Source: an optimization exercise on an open RTL-to-GDS flow (aim: small area). Production flows keep margins and buffers that such runs may drop.
Only simulation tests tie the RTL to the original design; equivalence was not proved.

==> job 8178: inputs <==
==> flow/design.v (excerpt) <==
module mxu (
    clk,
    rst_n,
    start_vld,
    lsu_mxu_vld,
    lsu_mxu_conv_vld,
    lsu_mxu_clr,
    lsu_mxu_iram_vld,
    lsu_mxu_iram_pld,
    lsu_mxu_wram_vld,
    lsu_mxu_wram_pld,
    lsu_mxu_pool_vld,
    lsu_mxu_pool_size,
    lsu_mxu_act_vld,
    lsu_mxu_act_type,
    lsu_mxu_wfi,
    mxu_lsu_int8_row0_data,
    mxu_lsu_int16_row0_data,
    mxu_lsu_int8_row1_data,
    mxu_lsu_int16_row1_data,
    mxu_lsu_int8_row2_data,
    mxu_lsu_int16_row2_data,
    mxu_lsu_int8_row3_data,
    mxu_lsu_int16_row3_data,
    mxu_lsu_int8_row4_data,
    mxu_lsu_int16_row4_data,
    mxu_lsu_int8_row5_data,
    mxu_lsu_int16_row5_data,
    mxu_lsu_int8_row6_data,
    mxu_lsu_int16_row6_data,
    mxu_lsu_int8_row7_data,
    mxu_lsu_int16_row7_data,
    mxu_lsu_data_rdy,
    mxu_lsu_rdy,
    wfi
);
Settings: LEC_CHECK=0, ABC_AREA=1, CAP_MARGIN=20, CORE_MARGIN=2, CORE_UTILIZATION=55, PLACE_DENSITY=0.65, SLEW_MARGIN=20; clock period 10.0 ns.
standard.sh (not shown) runs the stock make flow with config.mk's settings and CLKGATE_MAP_FILE= SYNTH_SCRIPT=/design/flow/synth_recipe.tcl, a recipe that flattens the netlist after the stock synthesis.
==> flow/flow/run.sh <==
#!/bin/bash
# The standard layout (the standard.sh, ORFS from synthesis to finish)
# with two changes, none of which touches the registers:
#  - Yosys's synth skips its early ABC pass (-noabc), so the carry-save
#    adder trees written in rtl/pe.v reach extract_fa as written; the later
#    ABC mapping of the remaining logic still runs;
#  - the port buffers are buf_1 cells;
# Every tool's output goes to a log file in this folder.
set -euo pipefail
bash standard.sh \
  SYNTH_ARGS=-noabc \
  "BUFFER_PORTS_ARGS=-buffer_cell sky130_fd_sc_hd__buf_1" \
  finish > make_finish.log 2>&1
==> job 9106 (differences from job 8178) <==
--- a/flow/design.v
+++ b/flow/design.v
@@ -82,20 +82,27 @@
 module pe (
     acc_q,
     add_en,
     in0_data,
     in1_data,
-    sum_qual
+    sum_low,
+    sum_top,
+    sum_sat,
+    sat_bit
 );
     input [15:0] acc_q;
     input add_en;
     input [7:0] in0_data;
     input [7:0] in1_data;
-    output [15:0] sum_qual;
+    output [14:0] sum_low;
+    output sum_top;
+    output sum_sat;
+    output sat_bit;
     wire [7:0] a = in0_data & {8{add_en}};
     wire [7:0] b = in1_data;
     wire [16:0] sum_raw;
+    wire c15, g15, p15, k16;
     wire pp1;
     wire pp2;
     wire pp3;
     wire pp4;
     wire pp5;
@@ -313,78 +320,74 @@
     wire c217;
     wire s218;
     wire c219;
     wire s220;
     wire c221;
-    wire s222;
-    wire c223;
-    wire s224;
-    wire c225;
     assign pp1 = a[0] & b[0];
     assign pp2 = a[0] & b[1];
     assign pp3 = a[0] & b[2];
     assign pp4 = a[0] & b[3];
     assign pp5 = a[0] & b[4];
     assign pp6 = a[0] & b[5];
     assign pp7 = a[0] & b[6];
-    assign pp8 = ~(a[0] & b[7]);
+    assign pp8 = ~a[0] | ~b[7];
     assign pp9 = a[1] & b[0];
     assign pp10 = a[1] & b[1];
     assign pp11 = a[1] & b[2];
     assign pp12 = a[1] & b[3];
     assign pp13 = a[1] & b[4];
     assign pp14 = a[1] & b[5];
     assign pp15 = a[1] & b[6];
-    assign pp16 = ~(a[1] & b[7]);
+    assign pp16 = ~a[1] | ~b[7];
     assign pp17 = a[2] & b[0];
     assign pp18 = a[2] & b[1];
     assign pp19 = a[2] & b[2];
     assign pp20 = a[2] & b[3];
     assign pp21 = a[2] & b[4];
     assign pp22 = a[2] & b[5];
     assign pp23 = a[2] & b[6];
-    assign pp24 = ~(a[2] & b[7]);
+    assign pp24 = ~a[2] | ~b[7];
     assign pp25 = a[3] & b[0];
     assign pp26 = a[3] & b[1];
     assign pp27 = a[3] & b[2];
     assign pp28 = a[3] & b[3];
     assign pp29 = a[3] & b[4];
     assign pp30 = a[3] & b[5];
     assign pp31 = a[3] & b[6];
-    assign pp32 = ~(a[3] & b[7]);
+    assign pp32 = ~a[3] | ~b[7];
     assign pp33 = a[4] & b[0];
     assign pp34 = a[4] & b[1];
     assign pp35 = a[4] & b[2];
     assign pp36 = a[4] & b[3];
     assign pp37 = a[4] & b[4];
     assign pp38 = a[4] & b[5];
     assign pp39 = a[4] & b[6];
-    assign pp40 = ~(a[4] & b[7]);
+    assign pp40 = ~a[4] | ~b[7];
     assign pp41 = a[5] & b[0];
     assign pp42 = a[5] & b[1];
     assign pp43 = a[5] & b[2];
     assign pp44 = a[5] & b[3];
     assign pp45 = a[5] & b[4];
     assign pp46 = a[5] & b[5];
     assign pp47 = a[5] & b[6];
-    assign pp48 = ~(a[5] & b[7]);
+    assign pp48 = ~a[5] | ~b[7];
     assign pp49 = a[6] & b[0];
     assign pp50 = a[6] & b[1];
     assign pp51 = a[6] & b[2];
     assign pp52 = a[6] & b[3];
     assign pp53 = a[6] & b[4];
     assign pp54 = a[6] & b[5];
     assign pp55 = a[6] & b[6];
-    assign pp56 = ~(a[6] & b[7]);
-    assign pp57 = ~(a[7] & b[0]);
-    assign pp58 = ~(a[7] & b[1]);
+    assign pp56 = ~a[6] | ~b[7];
+    assign pp57 = ~a[7] | ~b[0];
+    assign pp58 = ~a[7] | ~b[1];
     assign pp59 = a[7] & b[1];
-    assign pp60 = ~(a[7] & b[2]);
-    assign pp61 = ~(a[7] & b[3]);
-    assign pp62 = ~(a[7] & b[4]);
-    assign pp63 = ~(a[7] & b[5]);
-    assign pp64 = ~(a[7] & b[6]);
+    assign pp60 = ~a[7] | ~b[2];
+    assign pp61 = ~a[7] | ~b[3];
+    assign pp62 = ~a[7] | ~b[4];
+    assign pp63 = ~a[7] | ~b[5];
+    assign pp64 = ~a[7] | ~b[6];
     assign pp65 = a[7] & b[7];
     assign s66 = pp6 ^ pp13;
     assign c67 = pp6 & pp13;
     assign s68 = pp7 ^ pp14 ^ pp21;
     assign c69 = (pp7 & pp14) | (pp21 & (pp7 ^ pp14));
@@ -538,14 +541,18 @@
     assign c217 = (s184 & c183) | (c215 & (s184 ^ c183));
     assign s218 = s186 ^ c185 ^ c217;
     assign c219 = (s186 & c185) | (c217 & (s186 ^ c185));
     assign s220 = s188 ^ c187 ^ c219;
     assign c221 = (s188 & c187) | (c219 & (s188 ^ c187));
-    assign s222 = s190 ^ c189 ^ c221;
-    assign c223 = (s190 & c189) | (c221 & (s190 ^ c189));
-    assign s224 = 1'b1 ^ c191 ^ c223;
-    assign c225 = (1'b1 & c191) | (c223 & (1'b1 ^ c191));
+    assign c15 = c221;
+    assign g15 = s190 & c189;
+    assign p15 = s190 | c189;
+    assign k16 = 1'b1 ^ c191;
+    assign sum_raw[15] = s190 ^ c189 ^ c15;
+    assign sum_raw[16] = k16 ^ (c15 ? p15 : g15);
+    assign sum_sat = c15 ? ~(k16 ^ g15) : (k16 ^ p15);
+    assign sat_bit = c15 ? ~(k16 ^ p15) : ~(k16 ^ g15);
     assign sum_raw[0] = s192;
     assign sum_raw[1] = s194;
     assign sum_raw[2] = s196;
     assign sum_raw[3] = s198;
     assign sum_raw[4] = s200;
@@ -557,15 +564,12 @@
     assign sum_raw[10] = s212;
     assign sum_raw[11] = s214;
     assign sum_raw[12] = s216;
     assign sum_raw[13] = s218;
     assign sum_raw[14] = s220;
-    assign sum_raw[15] = s222;
-    assign sum_raw[16] = s224;
-    assign sum_qual = (sum_raw[16:15] == 2'b01) ? 16'h7fff :
-                      (sum_raw[16:15] == 2'b10) ? 16'h8000 :
-                      sum_raw[15:0];
+    assign sum_low = sum_raw[14:0];
+    assign sum_top = sum_raw[16];
 endmodule
 module acc(
     clk,
     rst_n,
     acc_clr,
@@ -583,26 +587,38 @@
     input load_vld;
     input [7:0] in0_data;
     input [7:0] in1_data;
     output reg [15:0] out_data_int16;
     output [7:0] out_data_int8;
-    wire [15:0] sum_qual;
+    wire [14:0] sum_low;
+    wire sum_top;
+    wire sum_sat;
+    wire sat_bit;
+    wire keep_zero;
+    wire take_sum;
+    wire sat_val;
     wire int8_direct_use_allow;
     pe u_pe (
         .acc_q(out_data_int16),
         .add_en(acc_vld & ~load_vld),
         .in0_data(in0_data),
         .in1_data(in1_data),
-        .sum_qual(sum_qual)
+        .sum_low(sum_low),
+        .sum_top(sum_top),
+        .sum_sat(sum_sat),
+        .sat_bit(sat_bit)
     );
+    assign keep_zero = acc_clr | load_vld & out_data_int16[15];
+    assign take_sum = ~keep_zero & ~sum_sat;
+    assign sat_val = ~keep_zero & sum_sat & sat_bit;
     always @(posedge clk or negedge rst_n) begin
         if (~rst_n)
             out_data_int16 <= 16'h0000;
-        else if (acc_clr | load_vld & out_data_int16[15])
-            out_data_int16 <= 16'h0000;
-        else
-            out_data_int16 <= sum_qual;
+        else begin
+            out_data_int16[14:0] <= {15{take_sum}} & sum_low | {15{sat_val}};
+            out_data_int16[15] <= ~keep_zero & sum_top;
+        end
     end
     assign int8_direct_use_allow = (&out_data_int16[15:7]) | ~(|out_data_int16[15:7]);
     assign out_data_int8 = int8_direct_use_allow ? out_data_int16[7:0] :
                            out_data_int16[15] ? 8'h80 : 8'h7f;
 endmodule
@@ -684,10 +700,13 @@
     wire any_c1_vld;
     reg mxu_vld;
     reg mxu_vld_d;
     reg any_c1_vld_q;
     reg [2:0] mxu_conv_awake_cnt;
+    reg mxu_conv_awake_cnt_zero;
+    wire mxu_conv_awake_cnt_en;
+    wire [2:0] mxu_conv_awake_cnt_nxt;
     reg wfi_q;
     reg [7:0] iram_vld_q [1:8];
     reg [63:0] iram_pld_q [1:8];
     reg [7:0] wram_vld_q [1:8];
     reg [63:0] wram_pld_q [1:8];
@@ -714,29 +733,34 @@
             iram_pld_q[k] <= iram_pld_q[k-1];
             wram_pld_q[k] <= wram_pld_q[k-1];
         end
     end
     assign lsu_mxu_vld_qual = lsu_mxu_vld & mxu_lsu_rdy;
-    assign mxu_done = ~(|mxu_conv_awake_cnt) & ~any_c1_vld;
+    assign mxu_done = mxu_conv_awake_cnt_zero & ~any_c1_vld;
     assign mxu_lsu_rdy = mxu_done | ~mxu_vld;
     assign mxu_lsu_data_rdy = ~any_c1_vld & ~mxu_act_vld;
     assign acc_clr_qual = lsu_mxu_clr & lsu_mxu_vld_qual & lsu_mxu_conv_vld;
     assign mxu_act_vld = lsu_mxu_act_vld & lsu_mxu_vld_qual;
     assign wfi = wfi_q;
+    assign mxu_conv_awake_cnt_en = (|mxu_conv_awake_cnt) | lsu_mxu_vld_qual & lsu_mxu_conv_vld;
+    assign mxu_conv_awake_cnt_nxt = ~mxu_conv_awake_cnt_en ? mxu_conv_awake_cnt :
+                                    (|{lsu_mxu_iram_vld, lsu_mxu_wram_vld}) ? 3'b111 :
+                                    mxu_conv_awake_cnt - 3'b001;
     always @(posedge clk or negedge rst_n) begin
         if (~rst_n) begin
             mxu_vld <= 1'b0;
             mxu_vld_d <= 1'b0;
             any_c1_vld_q <= 1'b0;
             mxu_conv_awake_cnt <= 3'b000;
+            mxu_conv_awake_cnt_zero <= 1'b1;
             wfi_q <= 1'b1;
         end else begin
             mxu_vld <= lsu_mxu_vld_qual | mxu_vld & ~mxu_done;
             mxu_vld_d <= mxu_vld;
             any_c1_vld_q <= |c0_vld;
-            if ((|mxu_conv_awake_cnt) | lsu_mxu_vld_qual & lsu_mxu_conv_vld)
-                mxu_conv_awake_cnt <= (|{lsu_mxu_iram_vld, lsu_mxu_wram_vld}) ? 3'b111 : mxu_conv_awake_cnt - 3'b001;
+            mxu_conv_awake_cnt <= mxu_conv_awake_cnt_nxt;
+            mxu_conv_awake_cnt_zero <= ~(|mxu_conv_awake_cnt_nxt);
             if (lsu_mxu_vld_qual | start_vld)
                 wfi_q <= ~start_vld & lsu_mxu_wfi;
         end
     end
     wire [63:0] c0_vld;
==> flow/flow/run.sh (replaced) <==
#!/bin/bash
# The standard layout (the standard.sh, ORFS from synthesis to finish)
# with three changes, none of which touches the registers:
#  - Yosys's synth skips its early ABC pass (-noabc), so the carry-save
#    adder trees written in rtl/pe.v reach extract_fa as written; the later
#    ABC mapping of the remaining logic still runs;
#  - the port buffers are buf_1 cells;
#  - clock tree synthesis inserts no dummy loads and clusters up to 25
#    sinks within 100 um under each leaf buffer.
# Every tool's output goes to a log file in this folder.
set -euo pipefail
bash standard.sh \
  SYNTH_ARGS=-noabc \
  "BUFFER_PORTS_ARGS=-buffer_cell sky130_fd_sc_hd__buf_1" \
  "CTS_ARGS=-sink_clustering_enable -repair_clock_nets -dont_use_dummy_load -sink_clustering_size 25 -sink_clustering_max_diameter 100" \
  finish > make_finish.log 2>&1
Settings changed: CORE_UTILIZATION 55 to 58, GPL_TIMING_DRIVEN from default to 0, PLACE_DENSITY 0.65 to 0.66.
==> results.json <==
{
  "status": "timing/DRC/antenna clean",
  "placed_cell_area_mm2": 0.2005,
  "dr_wl_met3_mm": 63.14,
  "ys_async_sr_fraction_pct": 53.11,
  "sh_seq_area_pct": 24.20,
  "coreArea_mm2": 0.3214,
  "gr-usage-met1_pct": 48.79,
  "cp.required_ns": 10.74,
  "postCtsResizedCells": 57,
  "final.min_clock_period_ns": 9.773,
  "slowest_delay_ns": 0.46,
  "areaGrowthSynthToFinish_pct": 9.042,
  "register_area_mm2": 0.04953,
  "syn_area_mm2": 0.1877,
  "grt_pass1_wl_mm": 941.0,
  "nNonClkBuffers": 2192,
  "p_int_w": 0.03323
}
-- figures above: job 9106

==> results.json <==
{
  "status": "timing/DRC/antenna clean",
  "nNonClkBuffers": 2695,
  "grt.met2_usage_pct": 59.29,
  "postCtsResizedCells": 6,
  "areaGrowthSynthToFinish_pct": 14.35,
  "rsz0062_at_grt": "yes",
  "clock_latency_ns": 0.96,
  "coreArea_mm2": 0.3465,
  "final.min_clock_period_ns": 9.768,
  "synth_fa_ha_area_share_pct": 48.83,
  "grt_pass1_wl_mm": 1021,
  "ys_async_sr_fraction_pct": 53.09,
  "cts_tree": "built",
  "gr-usage-met1_pct": 48.41,
  "sh_seq_area_pct": 22.60,
  "register_area_mm2": 0.04951,
  "p_int_w": 0.03909,
  "grt_antenna_before_repair": 59,
  "syn_area_mm2": 0.1916,
  "cp.required_ns": 10.79,
  "placed_cell_area_mm2": 0.2090
}
-- figures above: job 8178

port drivers added, routing unchanged:
Ports are ideal in the flow. The routed layouts listed here were re-timed in OpenROAD.
Step 1 (the two cells are an assumption about what drives the block):
set clk [get_ports {clk}]
set_driving_cell -lib_cell sky130_fd_sc_hd__clkbuf_16 $clk
set_driving_cell -lib_cell sky130_fd_sc_hd__buf_2 [delete_from_list [all_inputs] $clk]
Step 2 adds t to the input delays and takes it off the output delays; t is the mean of the earliest and latest rising clock arrival at the registers after step 1. Input paths then give back, and output paths get back, about the clock's delay inside the block.
a / b / c = ideal / step 1 / step 2; a / b = the first two.
run | t (ns) | setup slack, ns | latest minus earliest clock arrival (ns) | cell pins on the clock port's net
job 8178 | 1.046 | 0.232 / 0.320 / -0.726 | 0.056 / 0.056 | 1
job 9106 | 0.975 | 0.227 / 0.165 / -0.809 | 0.083 / 0.083 | 1
With both steps, setup timing fails in job 8178 and job 9106, where it was met with ideal ports. For job 9106, which loses most, drivers alone change the setup slack by -0.062 ns; drivers and shift together by -1.036 ns.
